This is an optimization exercise on Yosys and OpenROAD, whose aim is small area, not a production implementation.
RTL that was checked went through simulation tests only; none was proved equivalent to the original.
The flow treats the clock pin as an ideal source. Dropping or thinning the clock tree relies on that and would not hold on a real chip.
Power figures rest on the tool's default switching activity, not on a simulated workload.

Setup of lane 3:
==> flow/design.v <==
`timescale 1ns / 1ps
module UART_FIFO(
    input clk,
    input reset,
    input [7:0] data_in,
    input data_valid,
    output reg [7:0] data_out
    );
    reg [12:0] ctx;
    wire tick    = (ctx & 13'h1e7d) == 13'h1258;   
    wire ctx_end = (ctx & 13'h19f7) == 13'h0963;   
    wire arm     = (ctx & 13'h1aff) == 13'h00ad;   
    reg [8:0] crx;
    wire crx_end = (crx & 9'h175) == 9'h020;       
    always @(posedge clk) begin
        if (reset) begin
            ctx <= 13'h1258;                           
            crx <= 9'h1d5;                             
        end else begin
            ctx <= {ctx[11:0], ctx[12] ^ ctx[0]} ^ {12'd0, ctx_end};
            crx <= {crx[7:0], crx[8] ^ crx[6]} ^ {5'd0, crx_end, 3'd0};
        end
    end
    reg [7:0] stg [0:15];
    localparam [15:0] POL = 16'haaaa;
    reg [15:0] emp_q;
    wire [15:0] emp = emp_q ^ POL;
    reg [7:0] rd_data;
    reg e0, e1;             
    wire wr;
    reg [3:0] st;
    wire s_idle  = ~st[3] & ~st[2] & ~st[1];            
    wire s_start = ~st[3] & ~st[1] & ~st[0];            
    wire s_posta =  st[3] &  st[2] & ~st[1] & ~st[0];   
    wire s_postb = ~st[2] & ~st[1] & ~st[0];            
    wire dec = s_start & ctx_end;
    wire load_out = s_postb & crx_end;
    wire step = s_idle  ? tick & ~e1 :
                s_posta ? arm :
                s_postb ? crx_end : tick;
    wire [16:0] hole;
    assign hole[16] = 1'b0;
    assign hole[15:0] = emp | hole[16:1];
    wire [15:0] free = hole[15:0] | {16{dec}};
    assign wr = data_valid & hole[0];
    always @(posedge clk) if (free[0]) stg[0] <= data_in;
    genvar i;
    generate
        for (i = 1; i < 16; i = i + 1) begin : g_stg
            always @(posedge clk) if (free[i]) stg[i] <= stg[i-1];
        end
    endgenerate
    always @(posedge clk) begin
        if (dec) rd_data <= stg[15];
    end
    always @(posedge clk) begin
        if (reset) begin
            emp_q <= 16'hffff ^ POL;
            e0 <= 1'b1;
            e1 <= 1'b1;
            st <= 4'b0001;
            data_out <= 8'd0;
        end else begin
            emp_q <= ({emp[14:0], ~wr} & free[15:0]) ^ POL;
            if (tick) begin
                e0 <= &emp;
                e1 <= e0;
            end
            if (step) st <= {st[2:0], st[3] ^ st[2]};
            if (load_out) data_out <= rd_data;
        end
    end
endmodule
==> flow/config.mk <==
export PLATFORM = sky130hd
export DESIGN_NAME = UART_FIFO
export DESIGN_NICKNAME = UART_FIFO
export VERILOG_FILES = /design/flow/design.v
export SDC_FILE = /design/flow/constraint.sdc
export NUM_CORES = 4
export LEC_CHECK = 0
export CAP_MARGIN = 20
export CORE_MARGIN = 2
export CORE_UTILIZATION = 75
export SLEW_MARGIN = 20
==> flow/constraint.sdc <==
create_clock -name core_clock -period 20.0 [get_ports {clk}]
set_input_delay 4.0000 -clock core_clock [delete_from_list [all_inputs] [get_ports {clk}]]
set_output_delay 4.0000 -clock core_clock [all_outputs]
set_load 0.01 [all_outputs]
standard.sh (not shown) runs the stock make flow with config.mk's settings and CLKGATE_MAP_FILE= SYNTH_SCRIPT=/design/flow/synth_recipe.tcl, a recipe that flattens the netlist after the stock synthesis.
==> flow/flow/run.sh <==
#!/bin/bash
# The standard layout with three changes:
# - after the standard synthesis, its combinational cells are re-mapped for
#   area (flow/remap.sh); the flip-flops stay exactly as synthesized;
# - the port buffers are buf_1;
# - the clock tree is a root inverter driving one level of inverters, built
#   by flow/cts_hook.tcl in place of TritonCTS (two inversions: the
#   flip-flops see the clock's own polarity).
set -euo pipefail
R=orfs/results/$FLOW_PLATFORM/UART_FIFO/base
bash standard.sh synth > synth.log 2>&1
cp $R/1_2_yosys.v std_1_2_yosys.v
ffs() { grep -E '^\s*sky130_fd_sc_hd__(e?df|sdf|sedf|dl)[a-z0-9_]*\s' "$1" | awk '{print $1, $2}' | sort; }
if bash flow/remap.sh std_1_2_yosys.v remapped.v > remap.log 2>&1 \
    && [[ -n "$(ffs std_1_2_yosys.v)" ]] && diff <(ffs std_1_2_yosys.v) <(ffs remapped.v) > /dev/null; then
  cp remapped.v $R/1_2_yosys.v
  rm -f $R/1_synth.odb $R/1_synth.sdc
  echo "using the re-mapped netlist" >> remap.log
else
  echo "re-mapping failed or changed the flip-flops; keeping the standard netlist" >> remap.log
fi
export CTS_MAX_SINKS=25
export CTS_LEAF_BUF=sky130_fd_sc_hd__inv_8
export CTS_ROOT_BUF=sky130_fd_sc_hd__inv_8
export PRE_CTS_TCL="$PWD/flow/cts_hook.tcl"
export BUFFER_PORTS_ARGS="-buffer_cell sky130_fd_sc_hd__buf_1"
bash standard.sh finish > standard.log 2>&1
Other scripts of this flow, unchanged in this note and not shown: flow/flow/abc_1.script, flow/flow/abc_d2.script, flow/flow/abc_d4.script, flow/flow/abc_d5.script, flow/flow/abc_d8.script, flow/flow/cts_hook.tcl, flow/flow/remap.sh
Modified inputs, lane 2 compared to lane 3
diff --git a/flow/design.v b/flow/design.v
--- a/flow/design.v
+++ b/flow/design.v
@@ -4,33 +4,36 @@
     input reset,
     input [7:0] data_in,
     input data_valid,
     output reg [7:0] data_out
     );
-    reg [12:0] ctx;
+    reg [12:0] ctx_q;
+    wire [12:0] ctx = ctx_q ^ 13'h0aaa;
     wire tick    = (ctx & 13'h1e7d) == 13'h1258;   
     wire ctx_end = (ctx & 13'h19f7) == 13'h0963;   
     wire arm     = (ctx & 13'h1aff) == 13'h00ad;   
-    reg [8:0] crx;
+    reg [8:0] crx_q;
+    wire [8:0] crx = crx_q ^ 9'h0aa;
     wire crx_end = (crx & 9'h175) == 9'h020;       
     always @(posedge clk) begin
         if (reset) begin
-            ctx <= 13'h1258;                           
-            crx <= 9'h1d5;                             
+            ctx_q <= 13'h1258 ^ 13'h0aaa;              
+            crx_q <= 9'h1d5 ^ 9'h0aa;                  
         end else begin
-            ctx <= {ctx[11:0], ctx[12] ^ ctx[0]} ^ {12'd0, ctx_end};
-            crx <= {crx[7:0], crx[8] ^ crx[6]} ^ {5'd0, crx_end, 3'd0};
+            ctx_q <= {ctx[11:0], ctx[12] ^ ctx[0]} ^ {12'd0, ctx_end} ^ 13'h0aaa;
+            crx_q <= {crx[7:0], crx[8] ^ crx[6]} ^ {5'd0, crx_end, 3'd0} ^ 9'h0aa;
         end
     end
     reg [7:0] stg [0:15];
     localparam [15:0] POL = 16'haaaa;
     reg [15:0] emp_q;
     wire [15:0] emp = emp_q ^ POL;
     reg [7:0] rd_data;
     reg e0, e1;             
     wire wr;
-    reg [3:0] st;
+    reg [3:0] st_q;
+    wire [3:0] st = st_q ^ 4'ha;
     wire s_idle  = ~st[3] & ~st[2] & ~st[1];            
     wire s_start = ~st[3] & ~st[1] & ~st[0];            
     wire s_posta =  st[3] &  st[2] & ~st[1] & ~st[0];   
     wire s_postb = ~st[2] & ~st[1] & ~st[0];            
     wire dec = s_start & ctx_end;
@@ -56,18 +59,18 @@
     always @(posedge clk) begin
         if (reset) begin
             emp_q <= 16'hffff ^ POL;
             e0 <= 1'b1;
             e1 <= 1'b1;
-            st <= 4'b0001;
+            st_q <= 4'b0001 ^ 4'ha;
             data_out <= 8'd0;
         end else begin
             emp_q <= ({emp[14:0], ~wr} & free[15:0]) ^ POL;
             if (tick) begin
                 e0 <= &emp;
                 e1 <= e0;
             end
-            if (step) st <= {st[2:0], st[3] ^ st[2]};
+            if (step) st_q <= {st[2:0], st[3] ^ st[2]} ^ 4'ha;
             if (load_out) data_out <= rd_data;
         end
     end
 endmodule
Notes after the runs:
Lower maximum fanout count along the critical path goes to lane 3 over lane 2. Diff lane 3 -> lane 2 | chip width | down slightly. Compared with lane 3, in lane 2 number of cells on the worst reg-to-reg path -4; standard cell core area -0.52%; utilization after layout -0.17 points. From lane 3 to lane 2 the numbers moved as follows: power share of the clock group fell by 0.4 points, count of pins over their slew limit stayed essentially flat, count of inverters other than clock inverters in the layout fell by 26%. Delta (lane 2 minus lane 3): highest cell delay on the worst timing path went up by 0.21 ns, post-route cell area dropped 45 sq um, clock period minus final worst setup slack rose by 0.30 ns, sum of routed wire length over all layers shows an increase of 58 um, cell-internal power now sits at about the same level. | post-route worst setup slack | lane 2 vs lane 3 | 0.30 ns lower |.
The RTL of lane 3 was laid out without a check of its function. In every run of this note, the design's own scripts or RTL, not TritonCTS, make the clock network.

-- afterwards: timing with drivers on the ports --
How much do the figures lean on ideal ports? The routed layouts below were timed once more, with nothing changed but the port constraints.
Step 1 (the two cells are an assumption about what drives the block):
set clk [get_ports {clk}]
set_driving_cell -lib_cell sky130_fd_sc_hd__clkbuf_16 $clk
set_driving_cell -lib_cell sky130_fd_sc_hd__buf_2 [delete_from_list [all_inputs] $clk]
Step 2 times the ports against the registers' clock, not the clock port: input delays grow and output delays shrink by t, the midpoint of the rising clock arrivals with the driver on.
a / b / c = no drivers / after step 1 / after step 2; a / b = the first two.
run	t (ns)	setup WS [ns]	worst setup path at the end	worst register clock-pin slew, ns	pins driven straight from the clock port
lane 3	0.262	14.771 / 14.797 / 14.535	input to register	0.11 / 0.11	1
lane 2	0.253	14.474 / 14.496 / 14.243	input to register	0.10 / 0.10	1
After both steps setup and hold are still met in every run listed. The setup slack of lane 3, which loses most, moves by +0.026 ns with the drivers and by -0.236 ns with both steps.
